Background: an optimization exercise with open tools, aiming at small area, a short achievable clock period and few clock cycles per item. Do not read the settings as production practice. RTL that was checked went through simulation tests only; none was proved equivalent to the original. For run 2, only the layout was checked, not whether the RTL still works.

==> flow/design.v (outline; a module is shown in full before it is edited, if it fits) <==
// module MGT_01_booth_row: 20 lines
// module MGT_01_booth_bit: 7 lines
// module MGT_01_fa: 8 lines
// module MGT_01_ha: 8 lines
// module MGT_01_mul_unit: 417 lines
module MGT_01_mul_unit
(  
  input  logic signed [31:0]       multiplier_i, multiplicand_i,
  input  logic                     clk_i, clk_en_i,                
  input  logic                     rst_n_i,                        
  input  logic [1:0]               operation_i,
  output logic signed [31:0]       result_o,
  output logic                     valid_o
);
  // ...
==> flow/run.sh <==
#!/bin/bash
# synth_recipe.tcl (not shown) runs the flow's synth.tcl, then flattens the netlist and writes it again
# the make line also repeats each setting of config.mk as NAME=value (left out here)
make -C /OpenROAD-flow-scripts/flow DESIGN_CONFIG=/design/flow/config.mk WORK_HOME=/design/flow/orfs CLKGATE_MAP_FILE= SYNTH_SCRIPT=/design/flow/synth_recipe.tcl finish
==> flow/config.mk <==
export PLATFORM = sky130hd
export DESIGN_NAME = MGT_01_mul_unit
export DESIGN_NICKNAME = MGT_01_mul_unit
export VERILOG_FILES = /design/flow/design.v
export SDC_FILE = /design/flow/constraint.sdc
export NUM_CORES = 4
export LEC_CHECK = 0
export CAP_MARGIN = 20
export CORE_MARGIN = 2
export CORE_UTILIZATION = 55
export PLACE_DENSITY = 0.65
export SLEW_MARGIN = 20
export SYNTH_HIERARCHICAL = 1
export SYNTH_MINIMUM_KEEP_SIZE = 0
==> flow/constraint.sdc <==
create_clock -name core_clock -period 10.0 [get_ports {clk_i}]
set_input_delay 2.0000 -clock core_clock [delete_from_list [all_inputs] [get_ports {clk_i}]]
set_output_delay 2.0000 -clock core_clock [all_outputs]
set_load 0.01 [all_outputs]
==> metrics.cfg, run 1 <==
[setup_path]
endpoint = res_q[31]$_DFFE_PP_
cp_num_cells = 14
worstPathArrival_ns = 5.10
path_max_fanout = 40
crit_chain = buf_4 -> nand2_1 -> o22ai_4 -> buf_4 -> a22oi_2 -> xnor2_1 -> ha_1 -> fa_1 -> fa_1 -> ha_1 -> o21ai_0 -> o21bai_1 -> xnor2_1 -> mux2i_1
regToRegSetupSlack_ns = 5.06
worstSetupPathType = register to register

[yosys]
netlist.area_leader.share_pct = 21.7
synth_area_leaders = fa_1, edfxtp_1, a22oi_2
ys_seq_area_share_pct = 26.5
ys.warnings.count = 7
ys_types = 63
postSynth.asyncResetShare_pct = 0
synthSimpleGateAreaFrac_pct = 8.84
synth_edf_count = 105
synth_top_cells_by_count = fa_1, xnor2_1, a22oi_2

[sta]
max_clock_freq_mhz = 202
worst_slew_pin_slew_ns = 0.987
hold_slack_ns = 0.560
rsz0062_at_grt = no
setup_slack_ns = 5.06

[cells_and_area]
final_common_cell = fa_1
seq_cell_count = 144
final_cell_mix = fa_1, xnor2_1, a22oi_2

[global_route]
grt.total_usage_pct = 27.9
use_met2_pct = 49.3
grt_max_degree = 66

[die]
std_cell_rows = 60
num_io_pins = 102
taps = 341

[route]
wire_per_inst_um = 21.7
first_iter_violations = 764
totalWireLength_um = 38200

[run]
drv_cap = 0

[worst_hold_path]
min_from = res_q[14]$_DFFE_PP_
hold_class = register to register

[clocking]
cts_root_buf = clkbuf_16
h-tree-depth = 4
tritoncts = done

[placed_design]
io_buffers = 101

[status]
status = finished clean

Testbench counts, summed over its fixed seeds: cycles 21,607, items 3,200.
==> run 2, diff against run 1 <==
==> flow/design.v (replaced) <==
module MGT_01_booth_row
(
  input  logic [2:0]  digit_i,
  input  logic [33:0] y_i,
  output logic [33:0] pp_o,
  output logic        neg_o
);
  logic one, two;
  assign one   = digit_i[1] ^ digit_i[0];
  assign two   = (digit_i[2] & ~digit_i[1] & ~digit_i[0]) | (~digit_i[2] & digit_i[1] & digit_i[0]);
  assign neg_o = digit_i[2];
  genvar j;
  generate
    for (j = 0; j < 34; j++) begin : g_bit
      MGT_01_booth_bit u_bit (.one_i(one), .two_i(two), .neg_i(neg_o),
                              .y_i(y_i[j]), .ym1_i((j == 0) ? 1'b0 : y_i[(j == 0) ? 0 : j - 1]),
                              .pp_o(pp_o[j]));
    end
  endgenerate
endmodule
module MGT_01_booth_bit
(
  input  logic one_i, two_i, neg_i, y_i, ym1_i,
  output logic pp_o
);
  assign pp_o = ((one_i & y_i) | (two_i & ym1_i)) ^ neg_i;
endmodule
module MGT_01_fa
(
  input  logic a_i, b_i, c_i,
  output logic s_o, c_o
);
  assign s_o = a_i ^ b_i ^ c_i;
  assign c_o = (a_i & b_i) | (a_i & c_i) | (b_i & c_i);
endmodule
module MGT_01_ha
(
  input  logic a_i, b_i,
  output logic s_o, c_o
);
  assign s_o = a_i ^ b_i;
  assign c_o = a_i & b_i;
endmodule
module MGT_01_mul_unit
(  
  input  logic signed [31:0]       multiplier_i, multiplicand_i,
  input  logic                     clk_i, clk_en_i,                
  input  logic                     rst_n_i,                        
  input  logic [1:0]               operation_i,
  output logic signed [31:0]       result_o,
  output logic                     valid_o
);
  localparam int K = 2;
  logic [31:0]     b_q;       
  logic            bs_q;      
  logic            mul_q;     
  logic            corr_q;    
  logic [16:0]      d_q;       
  logic [2:0]      cnt_q;
  logic            valid_q;
  logic [32:0]     s_q, c_q;  
  logic            cl_q;      
  logic [31:0]     res_q;
  logic [2:0]      sel;
  assign sel = cnt_q;
  always_ff @(posedge clk_i) begin
    b_q    <= multiplicand_i;
    bs_q   <= (operation_i == 2'b01) & multiplicand_i[31];
    mul_q  <= (operation_i == 2'b00);
    corr_q <= operation_i[1] & operation_i[0] & multiplier_i[31];
    if (clk_en_i)
    case (sel[0:0])
      0: d_q <= {multiplier_i[15:0], 1'b0};
      1: d_q <= {multiplier_i[31:16], multiplier_i[15]};
      default: d_q <= '0;
    endcase
  end
  logic [33:0] y;
  assign y = {bs_q, bs_q, b_q};
  logic [7:0]       neg;
  logic [7:0][33:0] pp;
  genvar gi;
  generate
    for (gi = 0; gi < 8; gi++) begin : g_row
      MGT_01_booth_row u_row (.digit_i(d_q[2*gi+2:2*gi]), .y_i(y), .pp_o(pp[gi]), .neg_o(neg[gi]));
    end
  endgenerate
  logic t0_s, t0_c;
  MGT_01_ha u_ha0 (.a_i(c_q[12]), .b_i(s_q[12]), .s_o(t0_s), .c_o(t0_c));
  logic t1_s, t1_c;
  MGT_01_ha u_ha1 (.a_i(c_q[13]), .b_i(s_q[13]), .s_o(t1_s), .c_o(t1_c));
  logic t2_s, t2_c;
  MGT_01_fa u_fa2 (.a_i(c_q[14]), .b_i(s_q[14]), .c_i(neg[7]), .s_o(t2_s), .c_o(t2_c));
  logic t3_s, t3_c;
  MGT_01_ha u_ha3 (.a_i(pp[0][14]), .b_i(pp[1][12]), .s_o(t3_s), .c_o(t3_c));
  logic t4_s, t4_c;
  MGT_01_fa u_fa4 (.a_i(c_q[15]), .b_i(s_q[15]), .c_i(pp[0][15]), .s_o(t4_s), .c_o(t4_c));
  logic t5_s, t5_c;
  MGT_01_ha u_ha5 (.a_i(pp[1][13]), .b_i(pp[2][11]), .s_o(t5_s), .c_o(t5_c));
  logic t6_s, t6_c;
  MGT_01_fa u_fa6 (.a_i(c_q[16]), .b_i(s_q[16]), .c_i(pp[0][16]), .s_o(t6_s), .c_o(t6_c));
  logic t7_s, t7_c;
  MGT_01_ha u_ha7 (.a_i(pp[1][14]), .b_i(pp[2][12]), .s_o(t7_s), .c_o(t7_c));
  logic t8_s, t8_c;
  MGT_01_fa u_fa8 (.a_i(c_q[17]), .b_i(s_q[17]), .c_i(pp[0][17]), .s_o(t8_s), .c_o(t8_c));
  logic t9_s, t9_c;
  MGT_01_ha u_ha9 (.a_i(pp[1][15]), .b_i(pp[2][13]), .s_o(t9_s), .c_o(t9_c));
  logic t10_s, t10_c;
  MGT_01_fa u_fa10 (.a_i(c_q[18]), .b_i(s_q[18]), .c_i(pp[0][18]), .s_o(t10_s), .c_o(t10_c));
  logic t11_s, t11_c;
  MGT_01_ha u_ha11 (.a_i(pp[1][16]), .b_i(pp[2][14]), .s_o(t11_s), .c_o(t11_c));
  logic t12_s, t12_c;
  MGT_01_fa u_fa12 (.a_i(c_q[19]), .b_i(s_q[19]), .c_i(pp[0][19]), .s_o(t12_s), .c_o(t12_c));
  logic t13_s, t13_c;
  MGT_01_ha u_ha13 (.a_i(pp[1][17]), .b_i(pp[2][15]), .s_o(t13_s), .c_o(t13_c));
  logic t14_s, t14_c;
  MGT_01_fa u_fa14 (.a_i(c_q[20]), .b_i(s_q[20]), .c_i(pp[0][20]), .s_o(t14_s), .c_o(t14_c));
  logic t15_s, t15_c;
  MGT_01_ha u_ha15 (.a_i(pp[1][18]), .b_i(pp[2][16]), .s_o(t15_s), .c_o(t15_c));
  logic t16_s, t16_c;
  MGT_01_fa u_fa16 (.a_i(c_q[21]), .b_i(s_q[21]), .c_i(pp[0][21]), .s_o(t16_s), .c_o(t16_c));
  logic t17_s, t17_c;
  MGT_01_ha u_ha17 (.a_i(pp[1][19]), .b_i(pp[2][17]), .s_o(t17_s), .c_o(t17_c));
  logic t18_s, t18_c;
  MGT_01_fa u_fa18 (.a_i(c_q[22]), .b_i(s_q[22]), .c_i(pp[0][22]), .s_o(t18_s), .c_o(t18_c));
  logic t19_s, t19_c;
  MGT_01_ha u_ha19 (.a_i(pp[1][20]), .b_i(pp[2][18]), .s_o(t19_s), .c_o(t19_c));
  logic t20_s, t20_c;
  MGT_01_fa u_fa20 (.a_i(c_q[23]), .b_i(s_q[23]), .c_i(pp[0][23]), .s_o(t20_s), .c_o(t20_c));
  logic t21_s, t21_c;
  MGT_01_ha u_ha21 (.a_i(pp[1][21]), .b_i(pp[2][19]), .s_o(t21_s), .c_o(t21_c));
  logic t22_s, t22_c;
  MGT_01_fa u_fa22 (.a_i(c_q[24]), .b_i(s_q[24]), .c_i(pp[0][24]), .s_o(t22_s), .c_o(t22_c));
  logic t23_s, t23_c;
  MGT_01_ha u_ha23 (.a_i(pp[1][22]), .b_i(pp[2][20]), .s_o(t23_s), .c_o(t23_c));
  logic t24_s, t24_c;
  MGT_01_fa u_fa24 (.a_i(c_q[25]), .b_i(s_q[25]), .c_i(pp[0][25]), .s_o(t24_s), .c_o(t24_c));
  logic t25_s, t25_c;
  MGT_01_ha u_ha25 (.a_i(pp[1][23]), .b_i(pp[2][21]), .s_o(t25_s), .c_o(t25_c));
  logic t26_s, t26_c;
  MGT_01_fa u_fa26 (.a_i(c_q[26]), .b_i(s_q[26]), .c_i(pp[0][26]), .s_o(t26_s), .c_o(t26_c));
  logic t27_s, t27_c;
  MGT_01_ha u_ha27 (.a_i(pp[1][24]), .b_i(pp[2][22]), .s_o(t27_s), .c_o(t27_c));
  logic t28_s, t28_c;
  MGT_01_fa u_fa28 (.a_i(c_q[27]), .b_i(s_q[27]), .c_i(pp[0][27]), .s_o(t28_s), .c_o(t28_c));
  logic t29_s, t29_c;
  MGT_01_ha u_ha29 (.a_i(pp[1][25]), .b_i(pp[2][23]), .s_o(t29_s), .c_o(t29_c));
  logic t30_s, t30_c;
  MGT_01_fa u_fa30 (.a_i(c_q[28]), .b_i(s_q[28]), .c_i(pp[0][28]), .s_o(t30_s), .c_o(t30_c));
  logic t31_s, t31_c;
  MGT_01_ha u_ha31 (.a_i(pp[1][26]), .b_i(pp[2][24]), .s_o(t31_s), .c_o(t31_c));
  logic t32_s, t32_c;
  MGT_01_fa u_fa32 (.a_i(c_q[29]), .b_i(s_q[29]), .c_i(pp[0][29]), .s_o(t32_s), .c_o(t32_c));
  logic t33_s, t33_c;
  MGT_01_ha u_ha33 (.a_i(pp[1][27]), .b_i(pp[2][25]), .s_o(t33_s), .c_o(t33_c));
  logic t34_s, t34_c;
  MGT_01_fa u_fa34 (.a_i(c_q[30]), .b_i(s_q[30]), .c_i(pp[0][30]), .s_o(t34_s), .c_o(t34_c));
  logic t35_s, t35_c;
  MGT_01_ha u_ha35 (.a_i(pp[1][28]), .b_i(pp[2][26]), .s_o(t35_s), .c_o(t35_c));
  logic t36_s, t36_c;
  MGT_01_fa u_fa36 (.a_i(c_q[31]), .b_i(s_q[31]), .c_i(pp[0][31]), .s_o(t36_s), .c_o(t36_c));
  logic t37_s, t37_c;
  MGT_01_ha u_ha37 (.a_i(pp[1][29]), .b_i(pp[2][27]), .s_o(t37_s), .c_o(t37_c));
  logic t38_s, t38_c;
  MGT_01_fa u_fa38 (.a_i(c_q[32]), .b_i(s_q[32]), .c_i(pp[0][32]), .s_o(t38_s), .c_o(t38_c));
  logic t39_s, t39_c;
  MGT_01_ha u_ha39 (.a_i(pp[1][30]), .b_i(pp[2][28]), .s_o(t39_s), .c_o(t39_c));
  logic t40_s, t40_c;
  MGT_01_ha u_ha40 (.a_i(pp[1][31]), .b_i(pp[2][29]), .s_o(t40_s), .c_o(t40_c));
  logic t41_s, t41_c;
  MGT_01_ha u_ha41 (.a_i(c_q[6]), .b_i(s_q[6]), .s_o(t41_s), .c_o(t41_c));
  logic t42_s, t42_c;
  MGT_01_ha u_ha42 (.a_i(c_q[7]), .b_i(s_q[7]), .s_o(t42_s), .c_o(t42_c));
  logic t43_s, t43_c;
  MGT_01_fa u_fa43 (.a_i(c_q[8]), .b_i(s_q[8]), .c_i(neg[4]), .s_o(t43_s), .c_o(t43_c));
  logic t44_s, t44_c;
  MGT_01_ha u_ha44 (.a_i(pp[0][8]), .b_i(pp[1][6]), .s_o(t44_s), .c_o(t44_c));
  logic t45_s, t45_c;
  MGT_01_fa u_fa45 (.a_i(c_q[9]), .b_i(s_q[9]), .c_i(pp[0][9]), .s_o(t45_s), .c_o(t45_c));
  logic t46_s, t46_c;
  MGT_01_ha u_ha46 (.a_i(pp[1][7]), .b_i(pp[2][5]), .s_o(t46_s), .c_o(t46_c));
  logic t47_s, t47_c;
  MGT_01_fa u_fa47 (.a_i(c_q[10]), .b_i(s_q[10]), .c_i(neg[5]), .s_o(t47_s), .c_o(t47_c));
  logic t48_s, t48_c;
  MGT_01_fa u_fa48 (.a_i(pp[0][10]), .b_i(pp[1][8]), .c_i(pp[2][6]), .s_o(t48_s), .c_o(t48_c));
  logic t49_s, t49_c;
  MGT_01_ha u_ha49 (.a_i(pp[3][4]), .b_i(pp[4][2]), .s_o(t49_s), .c_o(t49_c));
  logic t50_s, t50_c;
  MGT_01_fa u_fa50 (.a_i(c_q[11]), .b_i(s_q[11]), .c_i(pp[0][11]), .s_o(t50_s), .c_o(t50_c));
  logic t51_s, t51_c;
  MGT_01_fa u_fa51 (.a_i(pp[1][9]), .b_i(pp[2][7]), .c_i(pp[3][5]), .s_o(t51_s), .c_o(t51_c));
  logic t52_s, t52_c;
  MGT_01_ha u_ha52 (.a_i(pp[4][3]), .b_i(pp[5][1]), .s_o(t52_s), .c_o(t52_c));
  logic t53_s, t53_c;
  MGT_01_fa u_fa53 (.a_i(t0_s), .b_i(neg[6]), .c_i(pp[0][12]), .s_o(t53_s), .c_o(t53_c));
  logic t54_s, t54_c;
  MGT_01_fa u_fa54 (.a_i(pp[1][10]), .b_i(pp[2][8]), .c_i(pp[3][6]), .s_o(t54_s), .c_o(t54_c));
  logic t55_s, t55_c;
  MGT_01_fa u_fa55 (.a_i(pp[4][4]), .b_i(pp[5][2]), .c_i(pp[6][0]), .s_o(t55_s), .c_o(t55_c));
  logic t56_s, t56_c;
  MGT_01_fa u_fa56 (.a_i(t0_c), .b_i(t1_s), .c_i(pp[0][13]), .s_o(t56_s), .c_o(t56_c));
  logic t57_s, t57_c;
  MGT_01_fa u_fa57 (.a_i(pp[1][11]), .b_i(pp[2][9]), .c_i(pp[3][7]), .s_o(t57_s), .c_o(t57_c));
  logic t58_s, t58_c;
  MGT_01_fa u_fa58 (.a_i(pp[4][5]), .b_i(pp[5][3]), .c_i(pp[6][1]), .s_o(t58_s), .c_o(t58_c));
  logic t59_s, t59_c;
  MGT_01_fa u_fa59 (.a_i(t1_c), .b_i(pp[2][10]), .c_i(pp[3][8]), .s_o(t59_s), .c_o(t59_c));
  logic t60_s, t60_c;
  MGT_01_fa u_fa60 (.a_i(pp[4][6]), .b_i(pp[5][4]), .c_i(pp[6][2]), .s_o(t60_s), .c_o(t60_c));
  logic t61_s, t61_c;
  MGT_01_fa u_fa61 (.a_i(pp[7][0]), .b_i(t2_s), .c_i(t3_s), .s_o(t61_s), .c_o(t61_c));
  logic t62_s, t62_c;
  MGT_01_fa u_fa62 (.a_i(t2_c), .b_i(pp[3][9]), .c_i(pp[4][7]), .s_o(t62_s), .c_o(t62_c));
  logic t63_s, t63_c;
  MGT_01_fa u_fa63 (.a_i(pp[5][5]), .b_i(pp[6][3]), .c_i(pp[7][1]), .s_o(t63_s), .c_o(t63_c));
  logic t64_s, t64_c;
  MGT_01_fa u_fa64 (.a_i(t3_c), .b_i(t5_s), .c_i(t4_s), .s_o(t64_s), .c_o(t64_c));
  logic t65_s, t65_c;
  MGT_01_fa u_fa65 (.a_i(pp[3][10]), .b_i(pp[4][8]), .c_i(pp[5][6]), .s_o(t65_s), .c_o(t65_c));
  logic t66_s, t66_c;
  MGT_01_fa u_fa66 (.a_i(pp[6][4]), .b_i(pp[7][2]), .c_i(t5_c), .s_o(t66_s), .c_o(t66_c));
  logic t67_s, t67_c;
  MGT_01_fa u_fa67 (.a_i(t7_s), .b_i(t4_c), .c_i(t6_s), .s_o(t67_s), .c_o(t67_c));
  logic t68_s, t68_c;
  MGT_01_fa u_fa68 (.a_i(pp[3][11]), .b_i(pp[4][9]), .c_i(pp[5][7]), .s_o(t68_s), .c_o(t68_c));
  logic t69_s, t69_c;
  MGT_01_fa u_fa69 (.a_i(pp[6][5]), .b_i(pp[7][3]), .c_i(t7_c), .s_o(t69_s), .c_o(t69_c));
  logic t70_s, t70_c;
  MGT_01_fa u_fa70 (.a_i(t9_s), .b_i(t6_c), .c_i(t8_s), .s_o(t70_s), .c_o(t70_c));
  logic t71_s, t71_c;
  MGT_01_fa u_fa71 (.a_i(pp[3][12]), .b_i(pp[4][10]), .c_i(pp[5][8]), .s_o(t71_s), .c_o(t71_c));
  logic t72_s, t72_c;
  MGT_01_fa u_fa72 (.a_i(pp[6][6]), .b_i(pp[7][4]), .c_i(t9_c), .s_o(t72_s), .c_o(t72_c));
  logic t73_s, t73_c;
  MGT_01_fa u_fa73 (.a_i(t11_s), .b_i(t8_c), .c_i(t10_s), .s_o(t73_s), .c_o(t73_c));
  logic t74_s, t74_c;
  MGT_01_fa u_fa74 (.a_i(pp[3][13]), .b_i(pp[4][11]), .c_i(pp[5][9]), .s_o(t74_s), .c_o(t74_c));
  logic t75_s, t75_c;
  MGT_01_fa u_fa75 (.a_i(pp[6][7]), .b_i(pp[7][5]), .c_i(t11_c), .s_o(t75_s), .c_o(t75_c));
  logic t76_s, t76_c;
  MGT_01_fa u_fa76 (.a_i(t13_s), .b_i(t10_c), .c_i(t12_s), .s_o(t76_s), .c_o(t76_c));
  logic t77_s, t77_c;
  MGT_01_fa u_fa77 (.a_i(pp[3][14]), .b_i(pp[4][12]), .c_i(pp[5][10]), .s_o(t77_s), .c_o(t77_c));
  logic t78_s, t78_c;
  MGT_01_fa u_fa78 (.a_i(pp[6][8]), .b_i(pp[7][6]), .c_i(t13_c), .s_o(t78_s), .c_o(t78_c));
  logic t79_s, t79_c;
  MGT_01_fa u_fa79 (.a_i(t15_s), .b_i(t12_c), .c_i(t14_s), .s_o(t79_s), .c_o(t79_c));
  logic t80_s, t80_c;
  MGT_01_fa u_fa80 (.a_i(pp[3][15]), .b_i(pp[4][13]), .c_i(pp[5][11]), .s_o(t80_s), .c_o(t80_c));
  logic t81_s, t81_c;
  MGT_01_fa u_fa81 (.a_i(pp[6][9]), .b_i(pp[7][7]), .c_i(t15_c), .s_o(t81_s), .c_o(t81_c));
  logic t82_s, t82_c;
  MGT_01_fa u_fa82 (.a_i(t17_s), .b_i(t14_c), .c_i(t16_s), .s_o(t82_s), .c_o(t82_c));
  logic t83_s, t83_c;
  MGT_01_fa u_fa83 (.a_i(pp[3][16]), .b_i(pp[4][14]), .c_i(pp[5][12]), .s_o(t83_s), .c_o(t83_c));
  logic t84_s, t84_c;
  MGT_01_fa u_fa84 (.a_i(pp[6][10]), .b_i(pp[7][8]), .c_i(t17_c), .s_o(t84_s), .c_o(t84_c));
  logic t85_s, t85_c;
  MGT_01_fa u_fa85 (.a_i(t19_s), .b_i(t16_c), .c_i(t18_s), .s_o(t85_s), .c_o(t85_c));
  logic t86_s, t86_c;
  MGT_01_fa u_fa86 (.a_i(pp[3][17]), .b_i(pp[4][15]), .c_i(pp[5][13]), .s_o(t86_s), .c_o(t86_c));
  logic t87_s, t87_c;
  MGT_01_fa u_fa87 (.a_i(pp[6][11]), .b_i(pp[7][9]), .c_i(t19_c), .s_o(t87_s), .c_o(t87_c));
  logic t88_s, t88_c;
  MGT_01_fa u_fa88 (.a_i(t21_s), .b_i(t18_c), .c_i(t20_s), .s_o(t88_s), .c_o(t88_c));
  logic t89_s, t89_c;
  MGT_01_fa u_fa89 (.a_i(pp[3][18]), .b_i(pp[4][16]), .c_i(pp[5][14]), .s_o(t89_s), .c_o(t89_c));
  logic t90_s, t90_c;
  MGT_01_fa u_fa90 (.a_i(pp[6][12]), .b_i(pp[7][10]), .c_i(t21_c), .s_o(t90_s), .c_o(t90_c));
  logic t91_s, t91_c;
  MGT_01_fa u_fa91 (.a_i(t23_s), .b_i(t20_c), .c_i(t22_s), .s_o(t91_s), .c_o(t91_c));
  logic t92_s, t92_c;
  MGT_01_fa u_fa92 (.a_i(pp[3][19]), .b_i(pp[4][17]), .c_i(pp[5][15]), .s_o(t92_s), .c_o(t92_c));
  logic t93_s, t93_c;
  MGT_01_fa u_fa93 (.a_i(pp[6][13]), .b_i(pp[7][11]), .c_i(t23_c), .s_o(t93_s), .c_o(t93_c));
  logic t94_s, t94_c;
  MGT_01_fa u_fa94 (.a_i(t25_s), .b_i(t22_c), .c_i(t24_s), .s_o(t94_s), .c_o(t94_c));
  logic t95_s, t95_c;
  MGT_01_fa u_fa95 (.a_i(pp[3][20]), .b_i(pp[4][18]), .c_i(pp[5][16]), .s_o(t95_s), .c_o(t95_c));
  logic t96_s, t96_c;
  MGT_01_fa u_fa96 (.a_i(pp[6][14]), .b_i(pp[7][12]), .c_i(t25_c), .s_o(t96_s), .c_o(t96_c));
  logic t97_s, t97_c;
  MGT_01_fa u_fa97 (.a_i(t27_s), .b_i(t24_c), .c_i(t26_s), .s_o(t97_s), .c_o(t97_c));
  logic t98_s, t98_c;
  MGT_01_fa u_fa98 (.a_i(pp[3][21]), .b_i(pp[4][19]), .c_i(pp[5][17]), .s_o(t98_s), .c_o(t98_c));
  logic t99_s, t99_c;
  MGT_01_fa u_fa99 (.a_i(pp[6][15]), .b_i(pp[7][13]), .c_i(t27_c), .s_o(t99_s), .c_o(t99_c));
  logic t100_s, t100_c;
  MGT_01_fa u_fa100 (.a_i(t29_s), .b_i(t26_c), .c_i(t28_s), .s_o(t100_s), .c_o(t100_c));
  logic t101_s, t101_c;
  MGT_01_fa u_fa101 (.a_i(pp[3][22]), .b_i(pp[4][20]), .c_i(pp[5][18]), .s_o(t101_s), .c_o(t101_c));
  logic t102_s, t102_c;
  MGT_01_fa u_fa102 (.a_i(pp[6][16]), .b_i(pp[7][14]), .c_i(t29_c), .s_o(t102_s), .c_o(t102_c));
  logic t103_s, t103_c;
  MGT_01_fa u_fa103 (.a_i(t31_s), .b_i(t28_c), .c_i(t30_s), .s_o(t103_s), .c_o(t103_c));
  logic t104_s, t104_c;
  MGT_01_fa u_fa104 (.a_i(pp[3][23]), .b_i(pp[4][21]), .c_i(pp[5][19]), .s_o(t104_s), .c_o(t104_c));
  logic t105_s, t105_c;
  MGT_01_fa u_fa105 (.a_i(pp[6][17]), .b_i(pp[7][15]), .c_i(t31_c), .s_o(t105_s), .c_o(t105_c));
  logic t106_s, t106_c;
  MGT_01_fa u_fa106 (.a_i(t33_s), .b_i(t30_c), .c_i(t32_s), .s_o(t106_s), .c_o(t106_c));
  logic t107_s, t107_c;
  MGT_01_fa u_fa107 (.a_i(pp[3][24]), .b_i(pp[4][22]), .c_i(pp[5][20]), .s_o(t107_s), .c_o(t107_c));
  logic t108_s, t108_c;
  MGT_01_fa u_fa108 (.a_i(pp[6][18]), .b_i(pp[7][16]), .c_i(t33_c), .s_o(t108_s), .c_o(t108_c));
  logic t109_s, t109_c;
  MGT_01_fa u_fa109 (.a_i(t35_s), .b_i(t32_c), .c_i(t34_s), .s_o(t109_s), .c_o(t109_c));
  logic t110_s, t110_c;
  MGT_01_fa u_fa110 (.a_i(pp[3][25]), .b_i(pp[4][23]), .c_i(pp[5][21]), .s_o(t110_s), .c_o(t110_c));
  logic t111_s, t111_c;
  MGT_01_fa u_fa111 (.a_i(pp[6][19]), .b_i(pp[7][17]), .c_i(t35_c), .s_o(t111_s), .c_o(t111_c));
  logic t112_s, t112_c;
  MGT_01_fa u_fa112 (.a_i(t37_s), .b_i(t34_c), .c_i(t36_s), .s_o(t112_s), .c_o(t112_c));
  logic t113_s, t113_c;
  MGT_01_fa u_fa113 (.a_i(pp[3][26]), .b_i(pp[4][24]), .c_i(pp[5][22]), .s_o(t113_s), .c_o(t113_c));
  logic t114_s, t114_c;
  MGT_01_fa u_fa114 (.a_i(pp[6][20]), .b_i(pp[7][18]), .c_i(t37_c), .s_o(t114_s), .c_o(t114_c));
  logic t115_s, t115_c;
  MGT_01_fa u_fa115 (.a_i(t39_s), .b_i(t36_c), .c_i(t38_s), .s_o(t115_s), .c_o(t115_c));
  logic t116_s, t116_c;
  MGT_01_fa u_fa116 (.a_i(pp[3][27]), .b_i(pp[4][25]), .c_i(pp[5][23]), .s_o(t116_s), .c_o(t116_c));
  logic t117_s, t117_c;
  MGT_01_fa u_fa117 (.a_i(pp[6][21]), .b_i(pp[7][19]), .c_i(~pp[0][33]), .s_o(t117_s), .c_o(t117_c));
  logic t118_s, t118_c;
  MGT_01_fa u_fa118 (.a_i(t39_c), .b_i(t40_s), .c_i(t38_c), .s_o(t118_s), .c_o(t118_c));
  logic t119_s, t119_c;
  MGT_01_fa u_fa119 (.a_i(pp[1][32]), .b_i(pp[2][30]), .c_i(pp[3][28]), .s_o(t119_s), .c_o(t119_c));
  logic t120_s, t120_c;
  MGT_01_fa u_fa120 (.a_i(pp[4][26]), .b_i(pp[5][24]), .c_i(pp[6][22]), .s_o(t120_s), .c_o(t120_c));
  logic t121_s, t121_c;
  MGT_01_ha u_ha121 (.a_i(pp[7][20]), .b_i(t40_c), .s_o(t121_s), .c_o(t121_c));
  logic t122_s, t122_c;
  MGT_01_fa u_fa122 (.a_i(pp[2][31]), .b_i(pp[3][29]), .c_i(pp[4][27]), .s_o(t122_s), .c_o(t122_c));
  logic t123_s, t123_c;
  MGT_01_fa u_fa123 (.a_i(pp[5][25]), .b_i(pp[6][23]), .c_i(pp[7][21]), .s_o(t123_s), .c_o(t123_c));
  logic t124_s, t124_c;
  MGT_01_fa u_fa124 (.a_i(pp[2][32]), .b_i(pp[3][30]), .c_i(pp[4][28]), .s_o(t124_s), .c_o(t124_c));
  logic t125_s, t125_c;
  MGT_01_ha u_ha125 (.a_i(pp[3][31]), .b_i(pp[4][29]), .s_o(t125_s), .c_o(t125_c));
  logic t126_s, t126_c;
  MGT_01_ha u_ha126 (.a_i(c_q[2]), .b_i(s_q[2]), .s_o(t126_s), .c_o(t126_c));
  logic t127_s, t127_c;
  MGT_01_ha u_ha127 (.a_i(c_q[3]), .b_i(s_q[3]), .s_o(t127_s), .c_o(t127_c));
  logic t128_s, t128_c;
  MGT_01_fa u_fa128 (.a_i(c_q[4]), .b_i(s_q[4]), .c_i(neg[2]), .s_o(t128_s), .c_o(t128_c));
  logic t129_s, t129_c;
  MGT_01_ha u_ha129 (.a_i(pp[0][4]), .b_i(pp[1][2]), .s_o(t129_s), .c_o(t129_c));
  logic t130_s, t130_c;
  MGT_01_fa u_fa130 (.a_i(c_q[5]), .b_i(s_q[5]), .c_i(pp[0][5]), .s_o(t130_s), .c_o(t130_c));
  logic t131_s, t131_c;
  MGT_01_ha u_ha131 (.a_i(pp[1][3]), .b_i(pp[2][1]), .s_o(t131_s), .c_o(t131_c));
  logic t132_s, t132_c;
  MGT_01_fa u_fa132 (.a_i(t41_s), .b_i(neg[3]), .c_i(pp[0][6]), .s_o(t132_s), .c_o(t132_c));
  logic t133_s, t133_c;
  MGT_01_fa u_fa133 (.a_i(pp[1][4]), .b_i(pp[2][2]), .c_i(pp[3][0]), .s_o(t133_s), .c_o(t133_c));
  logic t134_s, t134_c;
  MGT_01_fa u_fa134 (.a_i(t41_c), .b_i(t42_s), .c_i(pp[0][7]), .s_o(t134_s), .c_o(t134_c));
  logic t135_s, t135_c;
  MGT_01_fa u_fa135 (.a_i(pp[1][5]), .b_i(pp[2][3]), .c_i(pp[3][1]), .s_o(t135_s), .c_o(t135_c));
  logic t136_s, t136_c;
  MGT_01_fa u_fa136 (.a_i(t42_c), .b_i(pp[2][4]), .c_i(pp[3][2]), .s_o(t136_s), .c_o(t136_c));
  logic t137_s, t137_c;
  MGT_01_fa u_fa137 (.a_i(pp[4][0]), .b_i(t43_s), .c_i(t44_s), .s_o(t137_s), .c_o(t137_c));
  logic t138_s, t138_c;
  MGT_01_fa u_fa138 (.a_i(t43_c), .b_i(pp[3][3]), .c_i(pp[4][1]), .s_o(t138_s), .c_o(t138_c));
  logic t139_s, t139_c;
  MGT_01_fa u_fa139 (.a_i(t44_c), .b_i(t46_s), .c_i(t45_s), .s_o(t139_s), .c_o(t139_c));
  logic t140_s, t140_c;
  MGT_01_fa u_fa140 (.a_i(pp[5][0]), .b_i(t47_s), .c_i(t46_c), .s_o(t140_s), .c_o(t140_c));
  logic t141_s, t141_c;
  MGT_01_fa u_fa141 (.a_i(t49_s), .b_i(t45_c), .c_i(t48_s), .s_o(t141_s), .c_o(t141_c));
  logic t142_s, t142_c;
  MGT_01_fa u_fa142 (.a_i(t47_c), .b_i(t49_c), .c_i(t52_s), .s_o(t142_s), .c_o(t142_c));
  logic t143_s, t143_c;
  MGT_01_fa u_fa143 (.a_i(t48_c), .b_i(t50_s), .c_i(t51_s), .s_o(t143_s), .c_o(t143_c));
  logic t144_s, t144_c;
  MGT_01_fa u_fa144 (.a_i(t52_c), .b_i(t50_c), .c_i(t51_c), .s_o(t144_s), .c_o(t144_c));
  logic t145_s, t145_c;
  MGT_01_fa u_fa145 (.a_i(t53_s), .b_i(t54_s), .c_i(t55_s), .s_o(t145_s), .c_o(t145_c));
  logic t146_s, t146_c;
  MGT_01_fa u_fa146 (.a_i(t53_c), .b_i(t54_c), .c_i(t55_c), .s_o(t146_s), .c_o(t146_c));
  logic t147_s, t147_c;
  MGT_01_fa u_fa147 (.a_i(t56_s), .b_i(t57_s), .c_i(t58_s), .s_o(t147_s), .c_o(t147_c));
  logic t148_s, t148_c;
  MGT_01_fa u_fa148 (.a_i(t56_c), .b_i(t57_c), .c_i(t58_c), .s_o(t148_s), .c_o(t148_c));
  logic t149_s, t149_c;
  MGT_01_fa u_fa149 (.a_i(t59_s), .b_i(t60_s), .c_i(t61_s), .s_o(t149_s), .c_o(t149_c));
  logic t150_s, t150_c;
  MGT_01_fa u_fa150 (.a_i(t59_c), .b_i(t60_c), .c_i(t62_s), .s_o(t150_s), .c_o(t150_c));
  logic t151_s, t151_c;
  MGT_01_fa u_fa151 (.a_i(t63_s), .b_i(t61_c), .c_i(t64_s), .s_o(t151_s), .c_o(t151_c));
  logic t152_s, t152_c;
  MGT_01_fa u_fa152 (.a_i(t62_c), .b_i(t63_c), .c_i(t65_s), .s_o(t152_s), .c_o(t152_c));
  logic t153_s, t153_c;
  MGT_01_fa u_fa153 (.a_i(t66_s), .b_i(t64_c), .c_i(t67_s), .s_o(t153_s), .c_o(t153_c));
  logic t154_s, t154_c;
  MGT_01_fa u_fa154 (.a_i(t65_c), .b_i(t68_s), .c_i(t66_c), .s_o(t154_s), .c_o(t154_c));
  logic t155_s, t155_c;
  MGT_01_fa u_fa155 (.a_i(t69_s), .b_i(t67_c), .c_i(t70_s), .s_o(t155_s), .c_o(t155_c));
  logic t156_s, t156_c;
  MGT_01_fa u_fa156 (.a_i(t68_c), .b_i(t71_s), .c_i(t69_c), .s_o(t156_s), .c_o(t156_c));
  logic t157_s, t157_c;
  MGT_01_fa u_fa157 (.a_i(t72_s), .b_i(t70_c), .c_i(t73_s), .s_o(t157_s), .c_o(t157_c));
  logic t158_s, t158_c;
  MGT_01_fa u_fa158 (.a_i(t71_c), .b_i(t74_s), .c_i(t72_c), .s_o(t158_s), .c_o(t158_c));
  logic t159_s, t159_c;
  MGT_01_fa u_fa159 (.a_i(t75_s), .b_i(t73_c), .c_i(t76_s), .s_o(t159_s), .c_o(t159_c));
  logic t160_s, t160_c;
  MGT_01_fa u_fa160 (.a_i(t74_c), .b_i(t77_s), .c_i(t75_c), .s_o(t160_s), .c_o(t160_c));
  logic t161_s, t161_c;
  MGT_01_fa u_fa161 (.a_i(t78_s), .b_i(t76_c), .c_i(t79_s), .s_o(t161_s), .c_o(t161_c));
  logic t162_s, t162_c;
  MGT_01_fa u_fa162 (.a_i(t77_c), .b_i(t80_s), .c_i(t78_c), .s_o(t162_s), .c_o(t162_c));
  logic t163_s, t163_c;
  MGT_01_fa u_fa163 (.a_i(t81_s), .b_i(t79_c), .c_i(t82_s), .s_o(t163_s), .c_o(t163_c));
  logic t164_s, t164_c;
  MGT_01_fa u_fa164 (.a_i(t80_c), .b_i(t83_s), .c_i(t81_c), .s_o(t164_s), .c_o(t164_c));
  logic t165_s, t165_c;
  MGT_01_fa u_fa165 (.a_i(t84_s), .b_i(t82_c), .c_i(t85_s), .s_o(t165_s), .c_o(t165_c));
  logic t166_s, t166_c;
  MGT_01_fa u_fa166 (.a_i(t83_c), .b_i(t86_s), .c_i(t84_c), .s_o(t166_s), .c_o(t166_c));
  logic t167_s, t167_c;
  MGT_01_fa u_fa167 (.a_i(t87_s), .b_i(t85_c), .c_i(t88_s), .s_o(t167_s), .c_o(t167_c));
  logic t168_s, t168_c;
  MGT_01_fa u_fa168 (.a_i(t86_c), .b_i(t89_s), .c_i(t87_c), .s_o(t168_s), .c_o(t168_c));
  logic t169_s, t169_c;
  MGT_01_fa u_fa169 (.a_i(t90_s), .b_i(t88_c), .c_i(t91_s), .s_o(t169_s), .c_o(t169_c));
  logic t170_s, t170_c;
  MGT_01_fa u_fa170 (.a_i(t89_c), .b_i(t92_s), .c_i(t90_c), .s_o(t170_s), .c_o(t170_c));
  logic t171_s, t171_c;
  MGT_01_fa u_fa171 (.a_i(t93_s), .b_i(t91_c), .c_i(t94_s), .s_o(t171_s), .c_o(t171_c));
  logic t172_s, t172_c;
  MGT_01_fa u_fa172 (.a_i(t92_c), .b_i(t95_s), .c_i(t93_c), .s_o(t172_s), .c_o(t172_c));
  logic t173_s, t173_c;
  MGT_01_fa u_fa173 (.a_i(t96_s), .b_i(t94_c), .c_i(t97_s), .s_o(t173_s), .c_o(t173_c));
  logic t174_s, t174_c;
  MGT_01_fa u_fa174 (.a_i(t95_c), .b_i(t98_s), .c_i(t96_c), .s_o(t174_s), .c_o(t174_c));
  logic t175_s, t175_c;
  MGT_01_fa u_fa175 (.a_i(t99_s), .b_i(t97_c), .c_i(t100_s), .s_o(t175_s), .c_o(t175_c));
  logic t176_s, t176_c;
  MGT_01_fa u_fa176 (.a_i(t98_c), .b_i(t101_s), .c_i(t99_c), .s_o(t176_s), .c_o(t176_c));
  logic t177_s, t177_c;
  MGT_01_fa u_fa177 (.a_i(t102_s), .b_i(t100_c), .c_i(t103_s), .s_o(t177_s), .c_o(t177_c));
  logic t178_s, t178_c;
  MGT_01_fa u_fa178 (.a_i(t101_c), .b_i(t104_s), .c_i(t102_c), .s_o(t178_s), .c_o(t178_c));
  logic t179_s, t179_c;
  MGT_01_fa u_fa179 (.a_i(t105_s), .b_i(t103_c), .c_i(t106_s), .s_o(t179_s), .c_o(t179_c));
  logic t180_s, t180_c;
  MGT_01_fa u_fa180 (.a_i(t104_c), .b_i(t107_s), .c_i(t105_c), .s_o(t180_s), .c_o(t180_c));
  logic t181_s, t181_c;
  MGT_01_fa u_fa181 (.a_i(t108_s), .b_i(t106_c), .c_i(t109_s), .s_o(t181_s), .c_o(t181_c));
  logic t182_s, t182_c;
  MGT_01_fa u_fa182 (.a_i(t107_c), .b_i(t110_s), .c_i(t108_c), .s_o(t182_s), .c_o(t182_c));
  logic t183_s, t183_c;
  MGT_01_fa u_fa183 (.a_i(t111_s), .b_i(t109_c), .c_i(t112_s), .s_o(t183_s), .c_o(t183_c));
  logic t184_s, t184_c;
  MGT_01_fa u_fa184 (.a_i(t110_c), .b_i(t113_s), .c_i(t111_c), .s_o(t184_s), .c_o(t184_c));
  logic t185_s, t185_c;
  MGT_01_fa u_fa185 (.a_i(t114_s), .b_i(t112_c), .c_i(t115_s), .s_o(t185_s), .c_o(t185_c));
  logic t186_s, t186_c;
  MGT_01_fa u_fa186 (.a_i(t113_c), .b_i(t116_s), .c_i(t117_s), .s_o(t186_s), .c_o(t186_c));
  logic t187_s, t187_c;
  MGT_01_fa u_fa187 (.a_i(t114_c), .b_i(t115_c), .c_i(t118_s), .s_o(t187_s), .c_o(t187_c));
  logic t188_s, t188_c;
  MGT_01_fa u_fa188 (.a_i(t116_c), .b_i(t117_c), .c_i(t119_s), .s_o(t188_s), .c_o(t188_c));
  logic t189_s, t189_c;
  MGT_01_fa u_fa189 (.a_i(t120_s), .b_i(t121_s), .c_i(t118_c), .s_o(t189_s), .c_o(t189_c));
  logic t190_s, t190_c;
  MGT_01_fa u_fa190 (.a_i(~pp[1][33]), .b_i(t119_c), .c_i(t120_c), .s_o(t190_s), .c_o(t190_c));
  logic t191_s, t191_c;
  MGT_01_fa u_fa191 (.a_i(t122_s), .b_i(t123_s), .c_i(t121_c), .s_o(t191_s), .c_o(t191_c));
  logic t192_s, t192_c;
  MGT_01_fa u_fa192 (.a_i(pp[5][26]), .b_i(pp[6][24]), .c_i(pp[7][22]), .s_o(t192_s), .c_o(t192_c));
  logic t193_s, t193_c;
  MGT_01_fa u_fa193 (.a_i(t122_c), .b_i(t123_c), .c_i(t124_s), .s_o(t193_s), .c_o(t193_c));
  logic t194_s, t194_c;
  MGT_01_fa u_fa194 (.a_i(pp[5][27]), .b_i(pp[6][25]), .c_i(pp[7][23]), .s_o(t194_s), .c_o(t194_c));
  logic t195_s, t195_c;
  MGT_01_fa u_fa195 (.a_i(~pp[2][33]), .b_i(t125_s), .c_i(t124_c), .s_o(t195_s), .c_o(t195_c));
  logic t196_s, t196_c;
  MGT_01_fa u_fa196 (.a_i(pp[3][32]), .b_i(pp[4][30]), .c_i(pp[5][28]), .s_o(t196_s), .c_o(t196_c));
  logic t197_s, t197_c;
  MGT_01_fa u_fa197 (.a_i(pp[6][26]), .b_i(pp[7][24]), .c_i(t125_c), .s_o(t197_s), .c_o(t197_c));
  logic t198_s, t198_c;
  MGT_01_fa u_fa198 (.a_i(pp[4][31]), .b_i(pp[5][29]), .c_i(pp[6][27]), .s_o(t198_s), .c_o(t198_c));
  logic t199_s, t199_c;
  MGT_01_ha u_ha199 (.a_i(pp[7][25]), .b_i(~pp[3][33]), .s_o(t199_s), .c_o(t199_c));
  logic t200_s, t200_c;
  MGT_01_fa u_fa200 (.a_i(pp[4][32]), .b_i(pp[5][30]), .c_i(pp[6][28]), .s_o(t200_s), .c_o(t200_c));
  logic t201_s, t201_c;
  MGT_01_ha u_ha201 (.a_i(pp[5][31]), .b_i(pp[6][29]), .s_o(t201_s), .c_o(t201_c));
  logic t202_s, t202_c;
  MGT_01_ha u_ha202 (.a_i(c_q[0]), .b_i(s_q[0]), .s_o(t202_s), .c_o(t202_c));
  logic t203_s, t203_c;
  MGT_01_ha u_ha203 (.a_i(c_q[1]), .b_i(s_q[1]), .s_o(t203_s), .c_o(t203_c));
  logic t204_s, t204_c;
  MGT_01_fa u_fa204 (.a_i(t126_s), .b_i(neg[1]), .c_i(pp[0][2]), .s_o(t204_s), .c_o(t204_c));
  logic t205_s, t205_c;
  MGT_01_fa u_fa205 (.a_i(t126_c), .b_i(t127_s), .c_i(pp[0][3]), .s_o(t205_s), .c_o(t205_c));
  logic t206_s, t206_c;
  MGT_01_fa u_fa206 (.a_i(t127_c), .b_i(pp[2][0]), .c_i(t128_s), .s_o(t206_s), .c_o(t206_c));
  logic t207_s, t207_c;
  MGT_01_fa u_fa207 (.a_i(t128_c), .b_i(t129_c), .c_i(t131_s), .s_o(t207_s), .c_o(t207_c));
  logic t208_s, t208_c;
  MGT_01_fa u_fa208 (.a_i(t131_c), .b_i(t130_c), .c_i(t132_s), .s_o(t208_s), .c_o(t208_c));
  logic t209_s, t209_c;
  MGT_01_fa u_fa209 (.a_i(t132_c), .b_i(t133_c), .c_i(t134_s), .s_o(t209_s), .c_o(t209_c));
  logic t210_s, t210_c;
  MGT_01_fa u_fa210 (.a_i(t134_c), .b_i(t135_c), .c_i(t136_s), .s_o(t210_s), .c_o(t210_c));
  logic t211_s, t211_c;
  MGT_01_fa u_fa211 (.a_i(t136_c), .b_i(t138_s), .c_i(t137_c), .s_o(t211_s), .c_o(t211_c));
  logic t212_s, t212_c;
  MGT_01_fa u_fa212 (.a_i(t138_c), .b_i(t140_s), .c_i(t139_c), .s_o(t212_s), .c_o(t212_c));
  logic t213_s, t213_c;
  MGT_01_fa u_fa213 (.a_i(t140_c), .b_i(t142_s), .c_i(t141_c), .s_o(t213_s), .c_o(t213_c));
  logic t214_s, t214_c;
  MGT_01_fa u_fa214 (.a_i(t142_c), .b_i(t143_c), .c_i(t144_s), .s_o(t214_s), .c_o(t214_c));
  logic t215_s, t215_c;
  MGT_01_fa u_fa215 (.a_i(t144_c), .b_i(t145_c), .c_i(t146_s), .s_o(t215_s), .c_o(t215_c));
  logic t216_s, t216_c;
  MGT_01_fa u_fa216 (.a_i(t146_c), .b_i(t147_c), .c_i(t148_s), .s_o(t216_s), .c_o(t216_c));
  logic t217_s, t217_c;
  MGT_01_fa u_fa217 (.a_i(t148_c), .b_i(t150_s), .c_i(t149_c), .s_o(t217_s), .c_o(t217_c));
  logic t218_s, t218_c;
  MGT_01_fa u_fa218 (.a_i(t150_c), .b_i(t152_s), .c_i(t151_c), .s_o(t218_s), .c_o(t218_c));
  logic t219_s, t219_c;
  MGT_01_fa u_fa219 (.a_i(t152_c), .b_i(t154_s), .c_i(t153_c), .s_o(t219_s), .c_o(t219_c));
  logic t220_s, t220_c;
  MGT_01_fa u_fa220 (.a_i(t154_c), .b_i(t156_s), .c_i(t155_c), .s_o(t220_s), .c_o(t220_c));
  logic t221_s, t221_c;
  MGT_01_fa u_fa221 (.a_i(t156_c), .b_i(t158_s), .c_i(t157_c), .s_o(t221_s), .c_o(t221_c));
  logic t222_s, t222_c;
  MGT_01_fa u_fa222 (.a_i(t158_c), .b_i(t160_s), .c_i(t159_c), .s_o(t222_s), .c_o(t222_c));
  logic t223_s, t223_c;
  MGT_01_fa u_fa223 (.a_i(t160_c), .b_i(t162_s), .c_i(t161_c), .s_o(t223_s), .c_o(t223_c));
  logic t224_s, t224_c;
  MGT_01_fa u_fa224 (.a_i(t162_c), .b_i(t164_s), .c_i(t163_c), .s_o(t224_s), .c_o(t224_c));
  logic t225_s, t225_c;
  MGT_01_fa u_fa225 (.a_i(t164_c), .b_i(t166_s), .c_i(t165_c), .s_o(t225_s), .c_o(t225_c));
  logic t226_s, t226_c;
  MGT_01_fa u_fa226 (.a_i(t166_c), .b_i(t168_s), .c_i(t167_c), .s_o(t226_s), .c_o(t226_c));
  logic t227_s, t227_c;
  MGT_01_fa u_fa227 (.a_i(t168_c), .b_i(t170_s), .c_i(t169_c), .s_o(t227_s), .c_o(t227_c));
  logic t228_s, t228_c;
  MGT_01_fa u_fa228 (.a_i(t170_c), .b_i(t172_s), .c_i(t171_c), .s_o(t228_s), .c_o(t228_c));
  logic t229_s, t229_c;
  MGT_01_fa u_fa229 (.a_i(t172_c), .b_i(t174_s), .c_i(t173_c), .s_o(t229_s), .c_o(t229_c));
  logic t230_s, t230_c;
  MGT_01_fa u_fa230 (.a_i(t174_c), .b_i(t176_s), .c_i(t175_c), .s_o(t230_s), .c_o(t230_c));
  logic t231_s, t231_c;
  MGT_01_fa u_fa231 (.a_i(t176_c), .b_i(t178_s), .c_i(t177_c), .s_o(t231_s), .c_o(t231_c));
  logic t232_s, t232_c;
  MGT_01_fa u_fa232 (.a_i(t178_c), .b_i(t180_s), .c_i(t179_c), .s_o(t232_s), .c_o(t232_c));
  logic t233_s, t233_c;
  MGT_01_fa u_fa233 (.a_i(t180_c), .b_i(t182_s), .c_i(t181_c), .s_o(t233_s), .c_o(t233_c));
  logic t234_s, t234_c;
  MGT_01_fa u_fa234 (.a_i(t182_c), .b_i(t184_s), .c_i(t183_c), .s_o(t234_s), .c_o(t234_c));
  logic t235_s, t235_c;
  MGT_01_fa u_fa235 (.a_i(t186_s), .b_i(t184_c), .c_i(t185_c), .s_o(t235_s), .c_o(t235_c));
  logic t236_s, t236_c;
  MGT_01_fa u_fa236 (.a_i(t186_c), .b_i(t188_s), .c_i(t187_c), .s_o(t236_s), .c_o(t236_c));
  logic t237_s, t237_c;
  MGT_01_fa u_fa237 (.a_i(t188_c), .b_i(t190_s), .c_i(t191_s), .s_o(t237_s), .c_o(t237_c));
  logic t238_s, t238_c;
  MGT_01_fa u_fa238 (.a_i(t192_s), .b_i(t190_c), .c_i(t191_c), .s_o(t238_s), .c_o(t238_c));
  logic t239_s, t239_c;
  MGT_01_fa u_fa239 (.a_i(t192_c), .b_i(t194_s), .c_i(t193_c), .s_o(t239_s), .c_o(t239_c));
  logic t240_s, t240_c;
  MGT_01_fa u_fa240 (.a_i(t194_c), .b_i(t196_s), .c_i(t197_s), .s_o(t240_s), .c_o(t240_c));
  logic t241_s, t241_c;
  MGT_01_fa u_fa241 (.a_i(t199_s), .b_i(t196_c), .c_i(t198_s), .s_o(t241_s), .c_o(t241_c));
  logic t242_s, t242_c;
  MGT_01_fa u_fa242 (.a_i(pp[7][26]), .b_i(t199_c), .c_i(t198_c), .s_o(t242_s), .c_o(t242_c));
  logic t243_s, t243_c;
  MGT_01_fa u_fa243 (.a_i(pp[7][27]), .b_i(~pp[4][33]), .c_i(t201_s), .s_o(t243_s), .c_o(t243_c));
  logic t244_s, t244_c;
  MGT_01_fa u_fa244 (.a_i(pp[5][32]), .b_i(pp[6][30]), .c_i(pp[7][28]), .s_o(t244_s), .c_o(t244_c));
  logic t245_s, t245_c;
  MGT_01_ha u_ha245 (.a_i(pp[6][31]), .b_i(pp[7][29]), .s_o(t245_s), .c_o(t245_c));
  logic t246_s, t246_c;
  MGT_01_ha u_ha246 (.a_i(t202_s), .b_i(neg[0]), .s_o(t246_s), .c_o(t246_c));
  logic t247_s, t247_c;
  MGT_01_fa u_fa247 (.a_i(t202_c), .b_i(t203_s), .c_i(pp[0][1]), .s_o(t247_s), .c_o(t247_c));
  logic t248_s, t248_c;
  MGT_01_fa u_fa248 (.a_i(t203_c), .b_i(pp[1][0]), .c_i(t204_s), .s_o(t248_s), .c_o(t248_c));
  logic t249_s, t249_c;
  MGT_01_fa u_fa249 (.a_i(pp[1][1]), .b_i(t204_c), .c_i(t205_s), .s_o(t249_s), .c_o(t249_c));
  logic t250_s, t250_c;
  MGT_01_fa u_fa250 (.a_i(t129_s), .b_i(t205_c), .c_i(t206_s), .s_o(t250_s), .c_o(t250_c));
  logic t251_s, t251_c;
  MGT_01_fa u_fa251 (.a_i(t206_c), .b_i(t130_s), .c_i(t207_s), .s_o(t251_s), .c_o(t251_c));
  logic t252_s, t252_c;
  MGT_01_fa u_fa252 (.a_i(t133_s), .b_i(t207_c), .c_i(t208_s), .s_o(t252_s), .c_o(t252_c));
  logic t253_s, t253_c;
  MGT_01_fa u_fa253 (.a_i(t135_s), .b_i(t208_c), .c_i(t209_s), .s_o(t253_s), .c_o(t253_c));
  logic t254_s, t254_c;
  MGT_01_fa u_fa254 (.a_i(t137_s), .b_i(t209_c), .c_i(t210_s), .s_o(t254_s), .c_o(t254_c));
  logic t255_s, t255_c;
  MGT_01_fa u_fa255 (.a_i(t210_c), .b_i(t139_s), .c_i(t211_s), .s_o(t255_s), .c_o(t255_c));
  logic t256_s, t256_c;
  MGT_01_fa u_fa256 (.a_i(t141_s), .b_i(t211_c), .c_i(t212_s), .s_o(t256_s), .c_o(t256_c));
  logic t257_s, t257_c;
  MGT_01_fa u_fa257 (.a_i(t143_s), .b_i(t212_c), .c_i(t213_s), .s_o(t257_s), .c_o(t257_c));
  logic t258_s, t258_c;
  MGT_01_fa u_fa258 (.a_i(t145_s), .b_i(t213_c), .c_i(t214_s), .s_o(t258_s), .c_o(t258_c));
  logic t259_s, t259_c;
  MGT_01_fa u_fa259 (.a_i(t147_s), .b_i(t214_c), .c_i(t215_s), .s_o(t259_s), .c_o(t259_c));
  logic t260_s, t260_c;
  MGT_01_fa u_fa260 (.a_i(t215_c), .b_i(t149_s), .c_i(t216_s), .s_o(t260_s), .c_o(t260_c));
  logic t261_s, t261_c;
  MGT_01_fa u_fa261 (.a_i(t216_c), .b_i(t151_s), .c_i(t217_s), .s_o(t261_s), .c_o(t261_c));
  logic t262_s, t262_c;
  MGT_01_fa u_fa262 (.a_i(t153_s), .b_i(t217_c), .c_i(t218_s), .s_o(t262_s), .c_o(t262_c));
  logic t263_s, t263_c;
  MGT_01_fa u_fa263 (.a_i(t155_s), .b_i(t218_c), .c_i(t219_s), .s_o(t263_s), .c_o(t263_c));
  logic t264_s, t264_c;
  MGT_01_fa u_fa264 (.a_i(t157_s), .b_i(t219_c), .c_i(t220_s), .s_o(t264_s), .c_o(t264_c));
  logic t265_s, t265_c;
  MGT_01_fa u_fa265 (.a_i(t159_s), .b_i(t220_c), .c_i(t221_s), .s_o(t265_s), .c_o(t265_c));
  logic t266_s, t266_c;
  MGT_01_fa u_fa266 (.a_i(t161_s), .b_i(t221_c), .c_i(t222_s), .s_o(t266_s), .c_o(t266_c));
  logic t267_s, t267_c;
  MGT_01_fa u_fa267 (.a_i(t163_s), .b_i(t222_c), .c_i(t223_s), .s_o(t267_s), .c_o(t267_c));
  logic t268_s, t268_c;
  MGT_01_fa u_fa268 (.a_i(t165_s), .b_i(t223_c), .c_i(t224_s), .s_o(t268_s), .c_o(t268_c));
  logic t269_s, t269_c;
  MGT_01_fa u_fa269 (.a_i(t167_s), .b_i(t224_c), .c_i(t225_s), .s_o(t269_s), .c_o(t269_c));
  logic t270_s, t270_c;
  MGT_01_fa u_fa270 (.a_i(t169_s), .b_i(t225_c), .c_i(t226_s), .s_o(t270_s), .c_o(t270_c));
  logic t271_s, t271_c;
  MGT_01_fa u_fa271 (.a_i(t171_s), .b_i(t226_c), .c_i(t227_s), .s_o(t271_s), .c_o(t271_c));
  logic t272_s, t272_c;
  MGT_01_fa u_fa272 (.a_i(t173_s), .b_i(t227_c), .c_i(t228_s), .s_o(t272_s), .c_o(t272_c));
  logic t273_s, t273_c;
  MGT_01_fa u_fa273 (.a_i(t175_s), .b_i(t228_c), .c_i(t229_s), .s_o(t273_s), .c_o(t273_c));
  logic t274_s, t274_c;
  MGT_01_fa u_fa274 (.a_i(t177_s), .b_i(t229_c), .c_i(t230_s), .s_o(t274_s), .c_o(t274_c));
  logic t275_s, t275_c;
  MGT_01_fa u_fa275 (.a_i(t179_s), .b_i(t230_c), .c_i(t231_s), .s_o(t275_s), .c_o(t275_c));
  logic t276_s, t276_c;
  MGT_01_fa u_fa276 (.a_i(t181_s), .b_i(t231_c), .c_i(t232_s), .s_o(t276_s), .c_o(t276_c));
  logic t277_s, t277_c;
  MGT_01_fa u_fa277 (.a_i(t183_s), .b_i(t232_c), .c_i(t233_s), .s_o(t277_s), .c_o(t277_c));
  logic t278_s, t278_c;
  MGT_01_fa u_fa278 (.a_i(t185_s), .b_i(t233_c), .c_i(t234_s), .s_o(t278_s), .c_o(t278_c));
  logic t279_s, t279_c;
  MGT_01_fa u_fa279 (.a_i(t187_s), .b_i(t234_c), .c_i(t235_s), .s_o(t279_s), .c_o(t279_c));
  logic t280_s, t280_c;
  MGT_01_fa u_fa280 (.a_i(t189_s), .b_i(t235_c), .c_i(t236_s), .s_o(t280_s), .c_o(t280_c));
  logic t281_s, t281_c;
  MGT_01_fa u_fa281 (.a_i(t189_c), .b_i(t237_s), .c_i(t236_c), .s_o(t281_s), .c_o(t281_c));
  logic t282_s, t282_c;
  MGT_01_fa u_fa282 (.a_i(t193_s), .b_i(t237_c), .c_i(t238_s), .s_o(t282_s), .c_o(t282_c));
  logic t283_s, t283_c;
  MGT_01_fa u_fa283 (.a_i(t195_s), .b_i(t238_c), .c_i(t239_s), .s_o(t283_s), .c_o(t283_c));
  logic t284_s, t284_c;
  MGT_01_fa u_fa284 (.a_i(t195_c), .b_i(t240_s), .c_i(t239_c), .s_o(t284_s), .c_o(t284_c));
  logic t285_s, t285_c;
  MGT_01_fa u_fa285 (.a_i(t197_c), .b_i(t241_s), .c_i(t240_c), .s_o(t285_s), .c_o(t285_c));
  logic t286_s, t286_c;
  MGT_01_fa u_fa286 (.a_i(t200_s), .b_i(t241_c), .c_i(t242_s), .s_o(t286_s), .c_o(t286_c));
  logic t287_s, t287_c;
  MGT_01_fa u_fa287 (.a_i(t200_c), .b_i(t242_c), .c_i(t243_s), .s_o(t287_s), .c_o(t287_c));
  logic t288_s, t288_c;
  MGT_01_fa u_fa288 (.a_i(t201_c), .b_i(t244_s), .c_i(t243_c), .s_o(t288_s), .c_o(t288_c));
  logic t289_s, t289_c;
  MGT_01_fa u_fa289 (.a_i(~pp[5][33]), .b_i(t245_s), .c_i(t244_c), .s_o(t289_s), .c_o(t289_c));
  logic t290_s, t290_c;
  MGT_01_fa u_fa290 (.a_i(pp[6][32]), .b_i(pp[7][30]), .c_i(t245_c), .s_o(t290_s), .c_o(t290_c));
  logic t291_s, t291_c;
  MGT_01_ha u_ha291 (.a_i(pp[7][31]), .b_i(~pp[6][33]), .s_o(t291_s), .c_o(t291_c));
  logic [48:0] row_a, row_b;
  assign row_a = {1'b0, ~pp[7][33], pp[7][32], t291_s, t290_s, t289_s, t288_s, t287_s, t286_s, t285_s, t284_s, t283_s, t282_s, t281_s, t280_s, t279_s, t278_s, t277_s, t276_s, t275_s, t274_s, t273_s, t272_s, t271_s, t270_s, t269_s, t268_s, t267_s, t266_s, t265_s, t264_s, t263_s, t262_s, t261_s, t260_s, t259_s, t258_s, t257_s, t256_s, t255_s, t254_s, t253_s, t252_s, t251_s, t250_s, t249_s, t248_s, t247_s, pp[0][0]};
  assign row_b = {1'b0, 1'b0, t291_c, t290_c, t289_c, t288_c, t287_c, t286_c, t285_c, t284_c, t283_c, t282_c, t281_c, t280_c, t279_c, t278_c, t277_c, t276_c, t275_c, t274_c, t273_c, t272_c, t271_c, t270_c, t269_c, t268_c, t267_c, t266_c, t265_c, t264_c, t263_c, t262_c, t261_c, t260_c, t259_c, t258_c, t257_c, t256_c, t255_c, t254_c, t253_c, t252_c, t251_c, t250_c, t249_c, t248_c, t247_c, t246_c, t246_s};
  logic [16:0] low;
  assign low = {1'b0, row_a[15:0]} + {1'b0, row_b[15:0]} + {16'b0, cl_q};
  logic [31:0] hi;
  assign hi = s_q[31:0] + c_q[31:0] + 32'h55555556 + (corr_q ? b_q : 32'b0) + {31'b0, cl_q};
  logic compute;
  assign compute = (cnt_q != 0) & (cnt_q <= K);
  always_ff @(posedge clk_i) begin
    if (!rst_n_i) begin
      cnt_q   <= '0;
      valid_q <= 1'b0;
    end else if (clk_en_i) begin
      if (valid_q) begin
        cnt_q   <= '0;
        valid_q <= 1'b0;
      end else begin
        cnt_q   <= cnt_q + 1'b1;
        valid_q <= (cnt_q == K) ? mul_q : (cnt_q == K + 1);
      end
    end
  end
  always_ff @(posedge clk_i) begin
    if (clk_en_i) begin
      if (cnt_q == 0) begin
        s_q  <= '0;
        c_q  <= '0;
        cl_q <= 1'b0;
      end else if (compute) begin
        s_q  <= row_a[48:16];
        c_q  <= row_b[48:16];
        cl_q <= low[16];
      end
      if (compute)
        res_q <= {low[15:0], res_q[31:16]};
      else if (cnt_q == K + 1 && !mul_q)
        res_q <= hi;
    end
  end
  assign result_o = res_q;
  assign valid_o  = valid_q;
endmodule
==> run 2 against run 1 <==
Clock-buffer cell count fell by 3; hold slack got worse by 0.018 ns; largest cell class unchanged; worst setup slack got worse by 0.77 ns.
==> metrics.cfg, run 2 <==
[yosys]
syn_area_mm2 = 0.0210
synth_seq_cells = 152
synth_edf_count = 113  ; +7.6%
synth_top_area_cell = fa_1
ys_seq_area_share_pct = 19.9  ; -6.6 points
avgSynthCellArea_um2 = 11.9
synth_area_leaders = fa_1, a22oi_2, edfxtp_1
synthCells = 1764
ys.warnings.count = 7  ; unchanged
netlist.area_leader.share_pct = 27.2  ; +5.5 points
synth_top_cells_by_count = fa_1, xnor2_1, a22oi_2
ys.flop_type = edfxtp_1
ys_types = 60  ; -4.8%
postSynth.asyncResetShare_pct = 0  ; unchanged

[route]
vias_per_cell = 6.11
drt_drc_violations_left = 0
first_iter_violations = 1116  ; +46%
drtPass1Iterations = 5
ant_nets = 0
totalWireLength_um = 62600  ; +64%
wire_per_inst_um = 25.7  ; +18%
vias = 14900

[global_route]
grt.total_usage_pct = 33.4  ; +5.6 points
grt_overflow = 0
grt_pass1_vias = 15800
grt_pass1_wl_um = 96100
use_met2_pct = 54.0  ; +4.7 points
gr-max-usage-layer = met2
grt_max_degree = 65  ; -1.5%
antenna_found_initial = 1
met3_usage_pct = 6.57
globalRouteMet1Util_pct = 42.6

[placed_design]
placed_area_mm2 = 0.0232
gp_congestion = 0.881
io_buffers = 101  ; unchanged
dp_hpwl_um = 44500

[setup_path]
slowest_stage = buf_4
r2r_start = d_q[4]$_DFFE_PP_
cpPeakStageDelay_ns = 0.62
critPathRequiredTime_ns = 10.33
crit_path_end_kind = register
reg2regPathDepth = 16
regToRegSetupSlack_ns = 4.29  ; -0.77 ns
worstPathArrival_ns = 6.04  ; +0.94 ns
start_kind = register
crit_chain = buf_4 -> nand2b_1 -> o22ai_4 -> buf_4 -> a22oi_2 -> xnor2_1 -> fa_1 -> fa_1 -> fa_1 -> fa_1 -> ha_1 -> nand3_1 -> a211oi_1 -> nor2_1 -> a2111o_1 -> o221ai_1
worstSetupPathType = register to register
path_max_fanout = 40  ; unchanged
regToRegEndpoint = res_q[31]$_DFFE_PP_
cpMostUsedCell = fa_1

[sta]
finalMaxSlewViolations = 0
final_hold_viol_count = 0
clock_skew_ns = 0.0126
finalSetupViolations = 0
slew_headroom_pct = 23.8
rsz0062_at_grt = no
period_needed_ns = 5.71
finalCritPeriodShare_pct = 57.1
worst_slew_pin_slew_ns = 1.14  ; +0.154 ns
fin_setup_tns_ns = 0
max_clock_freq_mhz = 175  ; -14%

[cells_and_area]
final_cell_mix = xnor2_1, fa_1, a22oi_2
drive_gt1_share_pct = 21.2
antennaDiodeCount = 0
area_growth_syn_to_layout_pct = 13.2
fin_area_mm2 = 0.0237
fill_cells = 3118
reg.largest.list = b_q x32, res_q x32, s_q x32
layout.nets = 2390

[worst_hold_path]
hold_class = register to register
holdPathEnd = res_q[1]$_DFFE_PP_
holdPathStages = 2
min_from = res_q[17]$_DFFE_PP_

[die]
initial_utilization_pct = 55.8
num_io_pins = 102  ; unchanged
core_area_mm2 = 0.0376
die_width_um = 199
die_h_um = 199
std_cell_rows = 71  ; +18%
die_area_mm2 = 0.0397

[clocking]
clock-sinks = 152
cts_buffers = 17
cts_hold_buf = 0
clock_latency_ns = 0.50
cts-resized-gates = 0
cts.path.max_buffers = 2
tritoncts = done
post-cts-setup-buffers = 0
cts_root_buf = clkbuf_16
h-tree-depth = 4  ; unchanged
path_clk_slew_ns = 0.07

[run]
drv_cap = 0  ; unchanged

[status]
status = finished clean

run 2: cell types whose count changed in the layout (fill, tap and decap cells not counted), moves of 17 or more:
cell | previous run | this run
xnor2_1 | 150 | 285
fa_1 | 161 | 285
buf_4 | 17 | 63
nor2b_1 | 68 | 6
a21oi_1 | 32 | 49
and2_1 | 21 | 86
o21ai_0 | 35 | 16
a22oi_2 | 136 | 272
run 2: final cells by class:
cell class | count | area (um^2) | share of cell area (%)
well taps | 511 | 639 | 2.69
clock inverters | 13 | 116 | 0.490
clock buffers | 19 | 454 | 1.91
repair buffers | 164 | 1480 | 6.25
flip-flops and latches | 152 | 4170 | 17.6
multi-input cells | 1447 | 16400 | 69.0
inverters | 133 | 499 | 2.10
run 2: how the worst max path moves through the flow:
stage | startpoint | end | cells after the start | slack, ns
finish | d_q[4]$_DFFE_PP_ | res_q[31]$_DFFE_PP_ | 16 | 4.29
global route | d_q[4]$_DFFE_PP_ | res_q[31]$_DFFE_PP_ | 16 | 3.98
CTS | d_q[6]$_DFFE_PP_ | res_q[31]$_DFFE_PP_ | 16 | 4.29
detailed placement | d_q[2]$_DFFE_PP_ | res_q[29]$_DFFE_PP_ | 17 | 4.34
global placement | d_q[6]$_DFFE_PP_ | res_q[31]$_DFFE_PP_ | 16 | 4.44
floorplan | d_q[2]$_DFFE_PP_ | res_q[29]$_DFFE_PP_ | 14 | 2.63
run 2: worst max-delay path: cells and delay by family, from the launching register on:
family	cells	cell delay [ns]
flops	1	0.33
xor+xnor	1	0.27
simple gates	3	0.42
compound gates	5	1.11
fa+ha+maj	5	2.20
buf+inv	2	1.18
run 2: logic make-up after synthesis:
logic type	count (synthesis)	synth area share, %
xor+xnor	315	13.2
mux	22	1.15
other cells	9	0.161
fa+ha+maj	406	34.4
buf+inv	167	3.14
simple gates	259	6.41
flops	152	19.9
compound gates	434	21.6
run 2: routing by layer:
layer,wire (um),vias up
met5,0,-
li1,-,6526
met2,29600,680
met4,3120,0
met1,25400,7547
met3,4460,147
run 2: Yosys stat by module (local to each module, per instance):
module / cells inside / area (um^2)
MGT_01_booth_bit: 2 / 21.3
MGT_01_ha: 1 / 12.5
MGT_01_mul_unit: 880 / 9300
MGT_01_booth_row: 6 / 42.5
MGT_01_fa: 1 / 20.0
run 2: metrics by stage:
step                setup slack (ns)  instances  hold WS, ns  util [%]
floorplan                       2.63       1766        0.582         -
global placement                4.44       2407        0.528      61.7
detailed placement              4.34       2407        0.527      61.7
CTS                             4.29       2439        0.544      63.2
global route                    3.98       2439        0.556      63.2
finish                          4.29       2439        0.543      63.2

==> re-timing with driven ports <==
How much do the figures lean on ideal ports? The routed layouts below were timed once more, with nothing changed but the port constraints. Step 1: set_driving_cell puts a clkbuf_16 on clk_i and a buf_2 on each other input, an assumption about the parent block. Step 2 also shifts input and output timing later by t, the mid clock arrival at the registers, as if the neighbouring blocks saw the same clock. a / b / c = ideal ports / drivers / drivers and shift; a / b = the first two.
run | shift t [ns] | setup WS [ns] | slew at the worst register clock pin (ns) | cell pins on the clock port's net
run 1 | 0.478 | 5.059 / 5.059 / 5.059 | 0.08 / 0.08 | 1
run 2 | 0.552 | 4.287 / 4.287 / 4.287 | 0.07 / 0.07 | 1
After both steps setup and hold are still met in every run listed.
